Background: an optimization exercise with open tools, aiming at small area, a short achievable clock period and few clock cycles. Do not read the settings as production practice.
At most, simulation tests tie the RTL to the original design; equivalence was not proved.
Power is estimated from default activity; no workload was simulated.

== nickel ==
==> flow/design.v (excerpt) <==
module seq_mult #(parameter n = 32)
				(input start, rst, clk,
				input [n-1:0] a, b,
				output valid,
				output [2*n-1:0] result);
==> flow/config.mk <==
export PLATFORM = sky130hd
export DESIGN_NAME = seq_mult
export DESIGN_NICKNAME = seq_mult
export VERILOG_FILES = /design/flow/design.v
export SDC_FILE = /design/flow/constraint.sdc
export NUM_CORES = 4
export LEC_CHECK = 0
export ABC_AREA = 1
export CAP_MARGIN = 20
export CORE_MARGIN = 2
export CORE_UTILIZATION = 40
export CTS_CLUSTER_DIAMETER = 150
export CTS_CLUSTER_SIZE = 40
export SETUP_SLACK_MARGIN = 1.3
export SLEW_MARGIN = 20
export SYNTH_HIERARCHICAL = 1
==> flow/constraint.sdc <==
create_clock -name core_clock -period 5.0 [get_ports {clk}]
set_input_delay 1.0000 -clock core_clock [delete_from_list [all_inputs] [get_ports {clk}]]
set_output_delay 1.0000 -clock core_clock [all_outputs]
set_load 0.01 [all_outputs]
standard.sh (not shown) runs the stock make flow with config.mk's settings and CLKGATE_MAP_FILE= SYNTH_SCRIPT=/design/flow/synth_recipe.tcl, a recipe that flattens the netlist after the stock synthesis.
==> flow/flow/run.sh <==
#!/bin/bash
# The standard layout, with the port buffers made of buf_1 cells
# instead of the default clkdlybuf4s50_1. The make output goes to make.log.
set -euo pipefail
bash standard.sh "BUFFER_PORTS_ARGS=-buffer_cell sky130_fd_sc_hd__buf_1" finish > make.log 2>&1
Per the final summary, nickel finished and its layout is clean on timing, DRC and antenna.
Testbench counts of nickel, summed over its fixed seeds: cycles 8,000.
The inputs of onyx differ from those of nickel as listed below.
Settings: CTS_CLUSTER_SIZE: 40 -> unset; CTS_BUF_LIST: unset -> sky130_fd_sc_hd__clkbuf_8; CTS_CLUSTER_DIAMETER: 150 -> unset.
Results
- Relative to nickel, final hold slack has gone up in onyx.
- The global-route wire length before repair was comparable across nickel and onyx.
- Higher total of fill cells in the finished design was reported by onyx, not nickel.
- onyx -> nickel: number of DRC violations after detailed routing delta 0, exact match
- Layout overhead on the synthesized area in onyx vs nickel: down 1.1 points
- Share of layout cells above drive strength 1: nickel and onyx compared, lower one is nickel
Setup changes, onyx to quartz
Settings: CTS_BUF_LIST removed (was sky130_fd_sc_hd__clkbuf_8).
Findings:
- Share of power burned in combinational logic in quartz vs onyx: down 2.3 points
- The combined area of the multi-input logic cells on quartz is in line with that on onyx.
- Lower number of gates given a new drive strength after cts among quartz and onyx: quartz
- Changes observed in quartz relative to onyx: total routed wirelength comparable, length of routed wiring on met1 comparable.
--- input diff quartz..zinc ---
Settings: SETUP_SLACK_MARGIN changed from 1.3 to 1.45.
- [zinc vs quartz] power density of the placed cells: higher in zinc
- Against quartz, zinc comes in 1 higher on critical path depth.
- Fraction of area in registers down 0.34 points in zinc wrt quartz
- Lower post-route clock period utilization goes to zinc over quartz.

---

seq_mult, a different RTL version from the one above (not shown whole).
Size in the first run: ~1,800 cells after synthesis, about 130 I/O pins.
==> flow/design.v (excerpt) <==
module seq_mult #(parameter n = 32)
				(input start, rst, clk,
				input [n-1:0] a, b,
				output valid,
				output [2*n-1:0] result);
clock: 5.0 ns
lec_check: 0
cap_margin: 20
core_margin: 2
core_utilization: 40
setup_slack_margin: 1.0
slew_margin: 20
Scripts as last shown in full above: flow/flow/run.sh
The first run produced a clean layout.
Change:
CTS_BUF_LIST = sky130_fd_sc_hd__clkbuf_8   (was not set)
The new run went through all stages and came out clean.
Design area stays flat.
Wire length increases by 1.3%.
Synthesized area does not change.
Maximum frequency drops by 0.96%.
Synthesized cell count stays the same.
Power drops by 1.1%.
Worst hold slack gains 0.0057 ns.
Utilization hardly moves.
Global-route usage stays flat.
Setup slack is worse by 0.039 ns.
Function was not checked in any run of this note: the RTL went through the layout flow alone.

--- another note on this design; it stands on its own ---

==> lagoon: inputs <==
// seq_mult
module seq_mult #(parameter n = 32)
				(input start, rst, clk,
				input [n-1:0] a, b,
				output valid,
				output [2*n-1:0] result);
Settings: LEC_CHECK=0, ABC_AREA=1, CAP_MARGIN=20, CORE_MARGIN=2, CORE_UTILIZATION=40, SETUP_SLACK_MARGIN=1.3, SLEW_MARGIN=20, SYNTH_HIERARCHICAL=1; clock period 5.0 ns.
standard.sh (not shown) runs the stock make flow with config.mk's settings and CLKGATE_MAP_FILE= SYNTH_SCRIPT=/design/flow/synth_recipe.tcl, a recipe that flattens the netlist after the stock synthesis.
==> flow/flow/run.sh <==
#!/bin/bash
# The standard layout, with the port buffers made of buf_1 cells
# instead of the default clkdlybuf4s50_1. The make output goes to make.log.
set -euo pipefail
bash standard.sh "BUFFER_PORTS_ARGS=-buffer_cell sky130_fd_sc_hd__buf_1" finish > make.log 2>&1
==> violet: changes against lagoon <==
SETUP_SLACK_MARGIN = 1.0   (was 1.3)
==> flow_summary.toml <==
[worst_setup_path]
endpoint = "hc[13]"
slowest_delay_ns = 0.59

[power]
vdd_ir_drop_max_mv = 0.398
pg_seq_mw = 2.00
switching_power_mw = 5.28
power.leakage_nw = 7.24
power_mw = 10.1

[final_layout]
nonClkBufAreaFrac_pct = 4.41
multi_input_area_share_pct = 63.7
n_fill_cell = 3671

[route]
postRouteWirelength_um = 46100
drt-met1-wl_um = 21400
vias = 13600

[sta]
whs_ns = 0.451
max_freq_mhz = 266
rsz0062_at_grt = "no"
timing.final.ws_setup_ns = 1.25
min_period_ns = 3.75

[outcome]
status = "no timing/DRC/antenna violations"
The numbers above come from violet.

==> flow_summary.toml <==
[route]
postRouteWirelength_um = 46100
vias = 13500

[power]
power_mw = 10.2
switching_power_mw = 5.29
pg_seq_mw = 2.01

[sta]
rsz0062_at_grt = "yes"
timing.final.ws_setup_ns = 1.41
min_period_ns = 3.59

[worst_setup_path]
endpoint = "hc[11]"

[final_layout]
multi_input_area_share_pct = 63.7

[outcome]
status = "no timing/DRC/antenna violations"
The numbers above come from lagoon.

Testbench counts of lagoon, summed over its fixed seeds: cycles 8,000.
Testbench counts of violet, summed over its fixed seeds: cycles 8,000.

static timing again, ports no longer ideal:
In the flow no input, the clock included, has a driving cell. The finished layouts below were timed again as built, in two steps. Step 1 assumes that a clkbuf_16 drives the clock port and a buf_2 every other input. Step 2 adds t to the input delays and takes it off the output delays; t is the mean of the earliest and latest rising clock arrival at the registers after step 1. Input paths then give back, and output paths get back, about the clock's delay inside the block. Slacks: ideal ports / drivers / drivers and shift; pairs: ideal ports / drivers.
run	shift t [ns]	setup WS [ns]	worst register clock-pin slew, ns	worst slew at a driven data input, ns
nickel	0.494	1.426 / 1.401 / 0.973	0.07 / 0.07	0.04
onyx	0.532	1.383 / 1.365 / 0.910	0.11 / 0.11	0.04
quartz	0.494	1.426 / 1.401 / 0.973	0.07 / 0.07	0.04
zinc	0.490	1.512 / 1.486 / 1.068	0.07 / 0.07	0.05
the first run of note 2	0.499	0.980 / 0.928 / 0.669	0.08 / 0.08	0.07
the second run of note 2	0.536	0.942 / 0.893 / 0.631	0.12 / 0.12	0.06
lagoon	0.481	1.413 / 1.417 / 0.951	0.07 / 0.07	0.06
violet	0.482	1.245 / 1.212 / 0.818	0.07 / 0.07	0.05
After both steps every run listed still meets setup and hold. The setup slack of onyx, which loses most, moves by -0.018 ns with the drivers and by -0.473 ns with both steps.
